Source: an optimization exercise on an open RTL-to-GDS flow (aim: small area, a short achievable clock period and few clock cycles). Production flows keep margins and buffers that such runs may drop.
RTL that was checked went through simulation tests only; none was proved equivalent to the original.
Power figures rest on the tool's default switching activity, not on a simulated workload.

// BETA_CORE
module BETA_CORE(
    input CLK,
    input RESET,
    input IRQ,
    input [31:0] MRD,
    input [31:0] ID,
    output [31:0] IA,
    output [31:0] MA,
    output MOE,
    output MWR,
    output [31:0] MWD
    );
Size: roughly 3800 cells after synthesis, about 1200 flip-flops, about 170 I/O pins.
==> flow/config.mk <==
export PLATFORM = sky130hd
export DESIGN_NAME = BETA_CORE
export DESIGN_NICKNAME = BETA_CORE
export VERILOG_FILES = /design/flow/design.v
export SDC_FILE = /design/flow/constraint.sdc
export NUM_CORES = 8
export LEC_CHECK = 0
export CAP_MARGIN = 20
export CORE_MARGIN = 2
export CORE_UTILIZATION = 40
export CTS_CLUSTER_DIAMETER = 100
export CTS_CLUSTER_SIZE = 20
export SLEW_MARGIN = 20
export SYNTH_HIERARCHICAL = 1
==> flow/constraint.sdc <==
create_clock -name core_clock -period 13.0 [get_ports {CLK}]
set_input_delay 2.6000 -clock core_clock [delete_from_list [all_inputs] [get_ports {CLK}]]
set_output_delay 2.6000 -clock core_clock [all_outputs]
set_load 0.01 [all_outputs]
standard.sh (not shown) runs the stock make flow with config.mk's settings and CLKGATE_MAP_FILE= SYNTH_SCRIPT=/design/flow/synth_recipe.tcl, a recipe that flattens the netlist after the stock synthesis.
==> flow/flow/run.sh <==
#!/bin/bash
# The standard synthesis and layout (standard.sh), with these changes to
# how ORFS makes the layout (the SDC and clock period are the standard flow's):
#  - timing repair aims at a larger setup margin, so that it works on the
#    paths that set the achieved period;
#  - port buffers are buf_2 cells (every port still gets its buffer).
# The tools' full output is in flow_make.log and in orfs/logs/.
set -euo pipefail
bash standard.sh SETUP_SLACK_MARGIN=7.5 \
  "BUFFER_PORTS_ARGS=-buffer_cell sky130_fd_sc_hd__buf_2" \
  finish > flow_make.log 2>&1
Testbench counts at the start, summed over its fixed seeds: cycles 24,737.
Next try:
--- a/flow/design.v
+++ b/flow/design.v
@@ -54,16 +54,40 @@
       wire [30:0] q;
       for (k = 0; k < 31; k = k + 1) begin : K
         assign q[k] = REGS[32*k + b];
       end
       RF_RDBIT u (.Q(q), .S(SEL), .F(F), .W(W[b]), .TR(TR[b]), .Y(Y[b]));
     end
   endgenerate
 endmodule
+module RF_AOI21 (input a1, a2, b1, output y);
+  assign y = ~((a1 & a2) | b1);
+endmodule
+module RF_ZTREE (
+  input  [30:0] Z,
+  input  [30:0] S,
+  input         D31,
+  output        Y
+  );
+  wire [10:0] l;
+  wire [2:0]  h;
+  genvar g;
+  generate
+    for (g = 0; g < 10; g = g + 1) begin : T
+      RF_AOI222 u (.a1(S[3*g]), .a2(Z[3*g]), .b1(S[3*g+1]), .b2(Z[3*g+1]),
+                   .c1(S[3*g+2]), .c2(Z[3*g+2]), .y(l[g]));
+    end
+  endgenerate
+  RF_AOI21 u10 (.a1(S[30]), .a2(Z[30]), .b1(D31), .y(l[10]));
+  RF_NAND4 n0 (.a(l[0]), .b(l[1]), .c(l[2]), .d(l[3]), .y(h[0]));
+  RF_NAND4 n1 (.a(l[4]), .b(l[5]), .c(l[6]), .d(l[7]), .y(h[1]));
+  RF_NAND3 n2 (.a(l[8]), .b(l[9]), .c(l[10]), .y(h[2]));
+  RF_OR3   o  (.a(h[0]), .b(h[1]), .c(h[2]), .y(Y));
+endmodule
 module ALU_MX2I (input a, b, s, output y);
   assign y = ~(s ? b : a);
 endmodule
 module ALU_MX2 (input a, b, s, output y);
   assign y = s ? b : a;
 endmodule
 module ALU_A222OI (input a1, a2, b1, b2, c1, c2, output y);
   assign y = ~((a1 & a2) | (b1 & b2) | (c1 & c2));
@@ -287,18 +311,27 @@
 wire fwd_b = s2_we & (s2_wa == rbx);
 wire [31:0] va, vb;
 wire [31:0] ta, tb;
 REGFILE rpa (.REGS(regs), .SEL(sel_a), .F(fwd_a), .W(wdata), .TR(ta), .Y(va));
 REGFILE rpb (.REGS(regs), .SEL(sel_b), .F(fwd_b), .W(wdata), .TR(tb), .Y(vb));
 wire [30:0] pc4 = pc[30:0] + 31'd4;
 wire [30:0] tgt = pc4 + {lit[28:0], 2'b00};
 wire z_w = (wdata == 32'b0);
-wire z_r = (ta == 32'b0);
-wire z = z_r & (z_w | ~fwd_a);
+reg [30:0] zf;
+generate
+  for (gi = 0; gi < 31; gi = gi + 1) begin : ZW
+    always @(posedge CLK)
+      if (wsel[gi])
+        zf[gi] <= z_w;
+  end
+endgenerate
+wire z_r;
+RF_ZTREE zt (.Z(zf), .S(sel_a), .D31(ra == 5'd31), .Y(z_r));
+wire z = z_r | (fwd_a & z_w);
 wire taken = (is_beq & z) | (is_bne & ~z);
 wire link = is_jmp | is_beq | is_bne;
 wire sub  = is_alu & ~op[3] & (op[2] | op[0]);
 wire inv  = sub | (is_alu & (op[3:0] == 4'b1011));    
 always @(posedge CLK) begin
   if (RESET) begin
     pc_base <= 32'h80000000;
   end else if (irq) begin
=> The new run finished clean. Clock skew is higher by 0.020 ns. Wire length stays flat. Flip-flop and latch count is higher by 31. Worst hold slack improves by 0.044 ns. Total power goes up by 0.61%. Core utilization barely changes. Clock power is higher by about 3%. Via count barely changes. Area after synthesis came out higher by 2.2%. Synthesized cell count goes up by 0.70%. Worst setup slack is worse by 0.026 ns.
Function not checked in the second run of this note: the RTL went through the layout flow alone.

[re-timing with driven ports]
How much do the figures lean on ideal ports? The routed layouts below were timed once more, with nothing changed but the port constraints.
Step 1 (the two cells are an assumption about what drives the block):
set clk [get_ports {CLK}]
set_driving_cell -lib_cell sky130_fd_sc_hd__clkbuf_16 $clk
set_driving_cell -lib_cell sky130_fd_sc_hd__buf_2 [delete_from_list [all_inputs] $clk]
Step 2 adds t to the input delays and takes it off the output delays; t is the mean of the earliest and latest rising clock arrival at the registers after step 1. Input paths then give back, and output paths get back, about the clock's delay inside the block.
Slacks: ideal / step 1 / step 2; pairs: ideal / step 1.
| run | t, ns | slack for setup (ns) | pins driven straight from the clock port |
|---|---|---|---|
| the first run | 0.740 | 7.396 / 7.405 / 6.665 | 1 |
| the second run | 0.739 | 7.370 / 7.378 / 6.639 | 1 |
After both steps every run listed still meets setup and hold.
